This is an optimization exercise on Yosys and OpenROAD, whose aim is small area and a short achievable clock period, not a production implementation. Where RTL was checked, it was by simulation tests only, not by an equivalence proof against the original. Only the layout flow was run in run 2; the RTL was not checked for function there.

`flow/run.sh`:
```
#!/bin/bash
# synth_recipe.tcl (not shown) runs the flow's synth.tcl, then flattens the netlist and writes it again
# the make line also repeats each setting of config.mk as NAME=value (left out here)
make -C /OpenROAD-flow-scripts/flow DESIGN_CONFIG=/design/flow/config.mk WORK_HOME=/design/flow/orfs CLKGATE_MAP_FILE= SYNTH_SCRIPT=/design/flow/synth_recipe.tcl finish
```
`flow/config.mk`:
```
export PLATFORM = sky130hd
export DESIGN_NAME = cordic
export DESIGN_NICKNAME = cordic
export VERILOG_FILES = /design/flow/design.v
export SDC_FILE = /design/flow/constraint.sdc
export NUM_CORES = 4
export LEC_CHECK = 0
export CAP_MARGIN = 20
export CORE_MARGIN = 2
export CORE_UTILIZATION = 40
export SLEW_MARGIN = 20
```
`flow/constraint.sdc`:
```
create_clock -name core_clock -period 4.6 [get_ports {clk}]
set_input_delay 0.9200 -clock core_clock [delete_from_list [all_inputs] [get_ports {clk}]]
set_output_delay 0.9200 -clock core_clock [all_outputs]
set_load 0.01 [all_outputs]
```
`flow/design.v`:
```
`timescale 1ns/1ns
 `timescale 1ns/1ns
module signed_shifter (input wire [4-1:0] i,
                       input wire signed [16:0] D,
                       output reg signed [16:0] Q);
always @ *
begin
Q = D >>> i;  
end
endmodule
 `timescale 1ns/1ns
module rotator (
    input wire clk,
    input wire rst,
    input wire signed  [16:0]    x_i,
    input wire signed  [16:0]    y_i,
    output wire signed [16:0]    x_o,
    output wire signed [16:0]    y_o
    );
    parameter integer iteration             = 0;  
    parameter signed [16:0] tangle = 0;  
    reg signed [16:0] x_1;
    reg signed [16:0] y_1;
    wire signed [16:0] x_i_shifted;
    wire signed [16:0] y_i_shifted;
    signed_shifter x_shifter(iteration,x_i,x_i_shifted);
    signed_shifter y_shifter(iteration,y_i,y_i_shifted);
    always @ (posedge clk)
        if (rst) begin
            x_1 <= 0;
            y_1 <= 0;
            end else begin
            if (y_i > 0) begin   
                x_1 <= x_i + y_i_shifted;  
                y_1 <= y_i - x_i_shifted;  
                end else begin
                x_1 <= x_i - y_i_shifted;  
                y_1 <= y_i + x_i_shifted;  
            end
        end
        assign x_o = x_1;
        assign y_o = y_1;
endmodule
 `timescale 1ns/1ns
module cordic (
    input wire clk,
    input wire rst,
    input wire                        valid_i,
    input wire signed [16:0]    x_i,
    input wire signed [16:0]    y_i,
    output wire                        valid_o,
    output wire signed [16:0]    x_o,
    output wire signed [16:0]    y_o
    );
    function [16:0] tanangle;
        input [3:0] i;
        begin
            case (i)
                4'b0000: tanangle = 17'd25735;     
                4'b0001: tanangle = 17'd15192;     
                4'b0010: tanangle = 17'd8027;      
                4'b0011: tanangle = 17'd4075;      
                4'b0100: tanangle = 17'd2045;      
                4'b0101: tanangle = 17'd1024;      
                4'b0110: tanangle = 17'd512;       
                4'b0111: tanangle = 17'd256;       
                4'b1000: tanangle = 17'd128;       
                4'b1001: tanangle = 17'd64;        
                4'b1010: tanangle = 17'd32;        
                4'b1011: tanangle = 17'd16;        
                4'b1100: tanangle = 17'd8;         
                4'b1101: tanangle = 17'd4;         
                4'b1110: tanangle = 17'd2;         
                4'b1111: tanangle = 17'd1;         
            endcase
        end
    endfunction
    wire signed [16:0] x [16-1:0];
    wire signed [16:0] y [16-1:0];
    assign x[0]    = x_i < 0  ? -x_i 
                                : x_i;
    assign y[0]    = y_i < 0  ? -y_i
                                : y_i;
    assign x_o     = x[16-1];
    assign y_o     = y[16-1];
    reg [16-2:0] valid_pipe;
    always @ (posedge clk)
        if (rst)
            valid_pipe <= 0;
        else
            valid_pipe <= {valid_pipe[16-3:0], valid_i};
    assign valid_o = valid_pipe[16-2];
    genvar i;
    generate
    for(i = 0;i<16-1;i = i+1)
    begin
        rotator #(.iteration(i), .tangle(tanangle(i))) U (clk,rst,x[i],y[i],x[i+1],y[i+1]);
    end
    endgenerate
endmodule
```
==> results of run 1 <==
## what timing repair did
action | in CTS | in global routing
buffers inserted | 0 | 6
pin swaps | 2 | 24
setup endpoints to repair | 15 | 87
gates resized for setup | 12 | 92
## worst max-delay path, delay by kind of cell, from the launching register on
family / cells / cell delay [ns]
xor gates and xnor gates: 1 / 0.21
DFF: 1 / 0.31
and+or+nand+nor: 6 / 1.70
AOI/OAI and AO/OA: 9 / 1.38
adders and majority gates: 2 / 0.47
buffers and inverters: 2 / 0.23
## cells in the mapped netlist (all sizes together), types with 22 or more instances
library cell  count  area share (%)
o211ai           23            0.41
nand3           113             1.4
o21ai           271             3.3
nor3            211             2.5
mux2i            23            0.55
a211oi           44            0.79
xnor2           331             7.0
buf              26            0.25
nor2            706             6.4
dfxtp           524              25
or2              27            0.41
ha              560              17
and3             47            0.71
inv             375             3.4
o21a             24            0.43
a21oi           380             4.6
nand2b           69             1.0
a21boi           49            0.88
nor4             63            0.96
nor2b           131             2.0
nand2           339             3.1
xor2            208             4.4
or3              60            0.90
o31ai            66             1.2
a31oi            40            0.60
and2             35            0.53
o21bai           44            0.79
fa               31             1.5
a21o            115             2.1
clkbuf          110            0.99
nand4            22            0.33
## path summary, 6_finish.rpt
| check | start | to | slack (ns) | cells past startpoint |
|---|---|---|---|---|
| worst min-delay path | valid_pipe[9] | valid_pipe[10] | 0.43 | 1 |
| worst max register to register | genblk1[1].U.y_1[3] | genblk1[2].U.x_1[16] | 0.23 | 20 |
| worst max-delay path | genblk1[1].U.y_1[3] | genblk1[2].U.x_1[16] | 0.23 | 20 |
| worst min register to register | valid_pipe[9] | valid_pipe[10] | 0.43 | 1 |
## layer usage
metal  routed length, microns  up-vias
li1                         -    19000
met1                    50600    16900
met2                    51200      576
met3                     3350      146
met4                     2420        0
met5                        0        -
## layout make-up
cell class	instances	area [sq um]	share of cell area (%)
multi-input combinational	4255	29600	61.6
sequential	524	10500	21.8
timing repair buffer	306	2530	5.27
clock buffer	84	1810	3.77
tap	1380	1730	3.60
inverter	376	1410	2.94
clock inverter	33	492	1.02
## flip-flops by register name, indices dropped and copies added, names as in the netlist
register and cells:
genblk1.U.x_1 254, genblk1.U.y_1 255, valid_pipe 15
## cells by family (layout without fill, tap and decap cells)
| group | Yosys count | in the layout | share of synthesized area (%) |
|---|---|---|---|
| AND/OR/NAND/NOR | 1892 | 1892 | 21.5 |
| buffers and inverters | 512 | 799 | 4.63 |
| AO/OA/AOI/OAI | 1194 | 1194 | 18.0 |
| XOR/XNOR | 539 | 539 | 11.3 |
| flip-flops | 524 | 524 | 25.2 |
| multiplexers | 36 | 36 | 0.905 |
| adder cells (fa/ha/maj) | 594 | 594 | 18.4 |
## per-stage QoR
step / hold slack (ns) / area (sq um)
CTS: 0.433 / 47700
floorplan: 0.414 / 41600
finish: 0.430 / 48000
detailed placement: 0.420 / 45300
global route: 0.449 / 48000
global placement: 0.419 / 45300
==> flow_summary.yaml, run 1 <==
min_path:
  hold_path_class: "reg2reg"
global_routing:
  grt_max_degree: 140
  grt_util_all_layers_pct: 19.9
  grt_pass1_vias: 35300
  grt_pass1_wl_mm: 178
  overflow: 0
  grtUsageMet1_pct: 25.5
  grt.met2_usage_pct: 35.3
  grt_use_met3_pct: 2.27
  busiest_layer: "met2"
  antenna_found_initial: 0
clocking:
  cts_root_buf: "clkbuf_16"
  cts-buffers-inserted: 66
  h-tree-depth: 3
  hold_buffers: 0
  cts_tree: "built"
  insertion_delay_ns: 0.64
  clock_path_buffers: 3
  path_clk_slew_ns: 0.06
  clock_sinks: 524
die:
  die_w_microns: 327
  die-height_microns: 327
  rows: 118
  initial_utilization_pct: 40.3
  dieArea_sq_mm: 0.107
  ios: 72
  core_sq_mm: 0.103
synth:
  synth_ff_type: "dfxtp_1"
  synth_seq_area_share_pct: 25.2
  synth-edff-count: 0
  synth_area_sq_mm: 0.0416
  synth-async-reset-ratio_pct: 0
  synth-seq-cells: 524
  synth_cell_types: 73
  synth_warnings: 47
  synthCells: 5291
  syn_area_per_cell_sq_um: 7.87
  syn_nets: 5919
setup_path:
  crit_arrival_ns: 4.90
  cpMaxStageDelayCell: "or4b_4"
  crit_path_start_kind: "flop"
  cp_max_fo: 4
  crit_chain: "inv_1, ha_2, or4b_4, nor4b_4, nand2_1, or3_4, nor2b_4, buf_4, o31ai_1, xor2_1, ha_1, o21ai_2, a21boi_2, o21ai_2, a21oi_2, a41oi_2, a211oi_2, o31a_1, or3_1, a21oi_2"
  crit_type: "reg2reg"
  critPathCaptureType: "flop"
  slowest_delay_ns: 0.49
  cp.required_ns: 5.13
placed_design:
  post-dp-hpwl_mm: 86.2
  gp_congestion: 0.885
  portBuffers: 71
  dp.cells: 6835
  dp_slack_ns: -0.376
drt:
  wl_mm: 108
  first_iter_violations: 1921
  routedWlPerCell_microns: 15.5
  num_vias: 36600
  ant_nets: 0
  viasPerCell: 5.26
  drt_pre_antenna_iters: 5
  drc_errors: 0
timing:
  final_max_slew_viol_count: 0
  clock.fmax_mhz: 229
  min_period_ns: 4.37
  worst_pin_slew_ns: 0.770
  fin_crit_sh_pct: 94.9
  setup_violations: 0
  slew_headroom_pct: 48.7
  tns_ns: 0
  setup_slack_ns: 0.235
  finalHoldViolCount: 0
  fin_skew_ns: 0.0306
outcome:
  status: "complete, no violations"
job:
  cap_violations: 0
finish:
  final_common_cell: "nor2_1"
  fin_util_pct: 46.5
  layout_common_cells: "nor2_1, ha_1, dfxtp_1"
  syn2layout_area_growth_pct: 15.4
  drive_gt1_share_pct: 8.28
  n_antenna_cell: 0
  final_nets: 6157
  stdcell_count: 6958
  n_fill_cell: 10400
==> run 2, diff against run 1 <==
--- a/flow/design.v
+++ b/flow/design.v
@@ -28,6 +28,3 @@
     always @ (posedge clk)
-        if (rst) begin
-            x_1 <= 0;
-            y_1 <= 0;
-            end else begin
+        begin
             if (y_i > 0) begin   
==> run 2 against run 1 <==
Final cell count fell by 6.0%. Non-clock buffer count rose by 64. Critical path depth fell by 1. Wire length fell by 4.2%. Synthesized cell count fell by 8.5%. Core utilization rose by 0.71 points. Final area fell by 3.2%. Worst setup slack got worse by 0.11 ns. Register-to-register slack got worse by 0.11 ns. Largest cell class unchanged.
==> flow_summary.yaml, run 2 <==
outcome:
  status: "complete, no violations"
synth:
  synth-edff-count: 0
  synth-seq-cells: 524
  synth_commonest_cells: "ha_1, dfxtp_1, nor2_1, xnor2_1, inv_1"
  syn_area_per_cell_sq_um: 8.23
  synth_area_sq_mm: 0.0398
  synth.most_common_cell: "ha_1"
  synth-async-reset-ratio_pct: 0
  synth_top_area_share_pct: 26.3
  synth_top_area_cell: "dfxtp_1"
  synthTopCellsByArea: "dfxtp_1, ha_1, xnor2_1"
  synthCells: 4843
  synth_seq_area_share_pct: 26.3
  synth_warnings: 47
  synth_ff_type: "dfxtp_1"
  syn_nets: 5469
  synth_cell_types: 80
global_routing:
  grt_util_all_layers_pct: 19.9
  grt_pass1_vias: 33300
  overflow: 0
  grt_max_degree: 42
  grt_pass1_wl_mm: 168
  antenna_found_initial: 0
drt:
  drt_pre_antenna_iters: 7
  wl_mm: 103
  num_vias: 34000
  viasPerCell: 5.20
  ant_nets: 0
  routedWlPerCell_microns: 15.8
  drc_errors: 0
  first_iter_violations: 1948
clocking:
  cts_root_buf: "clkbuf_16"
  h-tree-depth: 2
  insertion_delay_ns: 0.65
  cts_tree: "built"
  clock_sinks: 524
  cts-buffers-inserted: 59
  clock_path_buffers: 3
  path_clk_slew_ns: 0.06
min_path:
  hold_path_class: "reg2reg"
  hp-start: "valid_pipe[12]"
  hold_depth: 1
  min_delay_worst_endpoint: "valid_pipe[13]"
setup_path:
  crit_chain: "or4_4, or3_4, or4_4, or2_4, nand2b_4, nor2_2, xor2_1, ha_1, nor2b_1, o21ai_1, a21boi_1, o21ai_1, a21o_1, a21boi_2, o31a_1, o41a_1, buf_4, o41ai_4, a2111oi_2"
  regToRegEndpoint: "genblk1[1].U.y_1[16]"
  timing.reg2reg.setup_slack_ns: 0.12
  reg2reg_depth: 19
  cpMaxStageDelayCell: "or4_4"
  cp_max_fo: 3
  cp.required_ns: 5.13
  crit_type: "reg2reg"
  reg2reg_from: "genblk1[0].U.y_1[7]"
  crit_arrival_ns: 5.00
  slowest_delay_ns: 0.53
  critPathCaptureType: "flop"
  crit_path_start_kind: "flop"
placed_design:
  gp_congestion: 0.909
  portBuffers: 71
  post-dp-hpwl_mm: 84.8
  dp_slack_ns: -0.427
timing:
  worst_pin_slew_ns: 0.720
  setup_violations: 0
  clock.fmax_mhz: 223
  fin_crit_sh_pct: 97.3
  setup_slack_ns: 0.123
  final_max_slew_viol_count: 0
  fin_skew_ns: 0.0265
  rsz0062_at_grt: "yes"
  finalHoldViolCount: 0
  min_period_ns: 4.48
  tns_ns: 0
  slew_headroom_pct: 51.6
finish:
  final_nets: 5826
  largestRegisters: "genblk1.U.x_1: 255 flops, genblk1.U.y_1: 254 flops, valid_pipe: 15 flops"
  drive_gt1_share_pct: 9.85
  layout_common_cells: "ha_1, dfxtp_1, nor2_1"
  final_common_cell: "ha_1"
  n_antenna_cell: 0
  largest_reg_flops: 255
  syn2layout_area_growth_pct: 16.7
  top_register: "genblk1.U.x_1"
die:
  core_sq_mm: 0.0986
  dieArea_sq_mm: 0.102
  rows: 115
  initial_utilization_pct: 40.4
  die-height_microns: 320
  ios: 72
  die_w_microns: 320
job:
  cap_violations: 0
[run 2: cell types whose count changed after synthesis, sizes merged, moves of 17 or more]
| cell | before | now |
|---|---|---|
| a211o | 8 | 25 |
| a21oi | 380 | 346 |
| nor2 | 706 | 508 |
| a31oi | 40 | 20 |
| nand3 | 113 | 92 |
| xor2 | 208 | 163 |
| xnor2 | 331 | 428 |
| buf | 26 | 7 |
| nand2b | 69 | 44 |
| clkbuf | 110 | 67 |
| nor3 | 211 | 132 |
| o211ai | 23 | 6 |
| o21a | 24 | 52 |
[run 2: repair_timing]
action	CTS	global route
endpoints found under the setup margin	14	74
gates resized for setup	14	79
hold buffers	0	0
pin swaps	12	19
buffers inserted	7	2
[run 2: final cells by class]
type | instances | area [sq um]
clock inverter | 41 | 522
multi-input combinational | 3869 | 27900
sequential | 524 | 10500
inverter | 376 | 1410
tap | 1287 | 1610
timing repair buffer | 370 | 2970
clock buffer | 71 | 1580
fill | 9582 | 52100
[run 2: logic make-up after synthesis]
logic type	after synthesis	share of synthesized area, %
AO/OA/AOI/OAI	1157	18.6
XOR/XNOR	591	13.0
flip-flops	524	26.3
multiplexers	29	0.750
adder cells (fa/ha/maj)	591	19.1
AND/OR/NAND/NOR	1501	17.9
buffers and inverters	450	4.32
[run 2: routing by layer]
layer / routed length, microns / vias to the layer above / global-route usage (%)
met2: 49900 / 570 / 35.8
met1: 46300 / 15600 / 24.4
met5: 0 / - / 0
met4: 3610 / 0 / 7.56
li1: - / 17700 / -
met3: 3190 / 155 / 2.06
[run 2: how the worst max path moves through the flow]
stage                              startpoint                    to  slack [ns]  cells after the start
after floorplan           genblk1[0].U.y_1[4]  genblk1[1].U.y_1[16]       -0.05                     19
after global placement                 y_i[0]  genblk1[0].U.y_1[15]       -0.39                     17
after detailed placement               y_i[1]  genblk1[0].U.y_1[15]       -0.43                     17
after CTS                 genblk1[0].U.y_1[7]  genblk1[1].U.y_1[16]       -0.04                     18
after global routing      genblk1[1].U.y_1[7]  genblk1[2].U.x_1[14]       -0.04                     20
final                     genblk1[0].U.y_1[7]  genblk1[1].U.y_1[16]        0.12                     19
[run 2: per-stage QoR]
| step | area [sq um] | utilization [%] | instances | hold slack (ns) |
|---|---|---|---|---|
| finish | 46500 | 47.2 | 6538 | 0.426 |
| global route | 46500 | 47.2 | 6538 | 0.454 |
| CTS | 46300 | 46.9 | 6536 | 0.423 |
| detailed placement | 44100 | 44.7 | 6417 | 0.426 |
| global placement | 44100 | 44.7 | 6417 | 0.418 |
| floorplan | 39900 | - | 4843 | 0.414 |
[run 2: worst max-delay path, delay by kind of cell (launching register included)]
family | cells | cell delay [ns]
and+or+nand+nor | 7 | 1.84
AOI/OAI and AO/OA | 9 | 1.61
DFF | 1 | 0.32
adders and majority gates | 1 | 0.29
buffers and inverters | 1 | 0.16
xor gates and xnor gates | 1 | 0.14

==> static timing again, ports no longer ideal <==
The results above use ideal ports. As a check the final layouts listed here were re-extracted and re-timed, cells and wires unchanged.
Step 1, drivers: a clkbuf_16 drives clk and a buf_2 each remaining input, both assumed.
Step 2 times the ports against the registers' clock, not the clock port: input delays grow and output delays shrink by t, the midpoint of the rising clock arrivals with the driver on.
Slacks: ideal ports / drivers / drivers and shift; pairs: ideal ports / drivers.
| run | shift t [ns] | setup slack, ns | worst setup path after step 2 | slew at the worst register clock pin (ns) | worst data-port slew with drivers (ns) |
|---|---|---|---|---|---|
| run 1 | 0.698 | 0.235 / 0.235 / -0.332 | input to register | 0.07 / 0.07 | 0.05 |
| run 2 | 0.705 | 0.123 / 0.123 / -0.354 | input to register | 0.07 / 0.07 | 0.08 |
Met with ideal ports but missed after step 2: setup timing in run 1 and run 2. The setup slack of run 1, which loses most, moves by 0.000 ns with the drivers and by -0.567 ns with both steps.
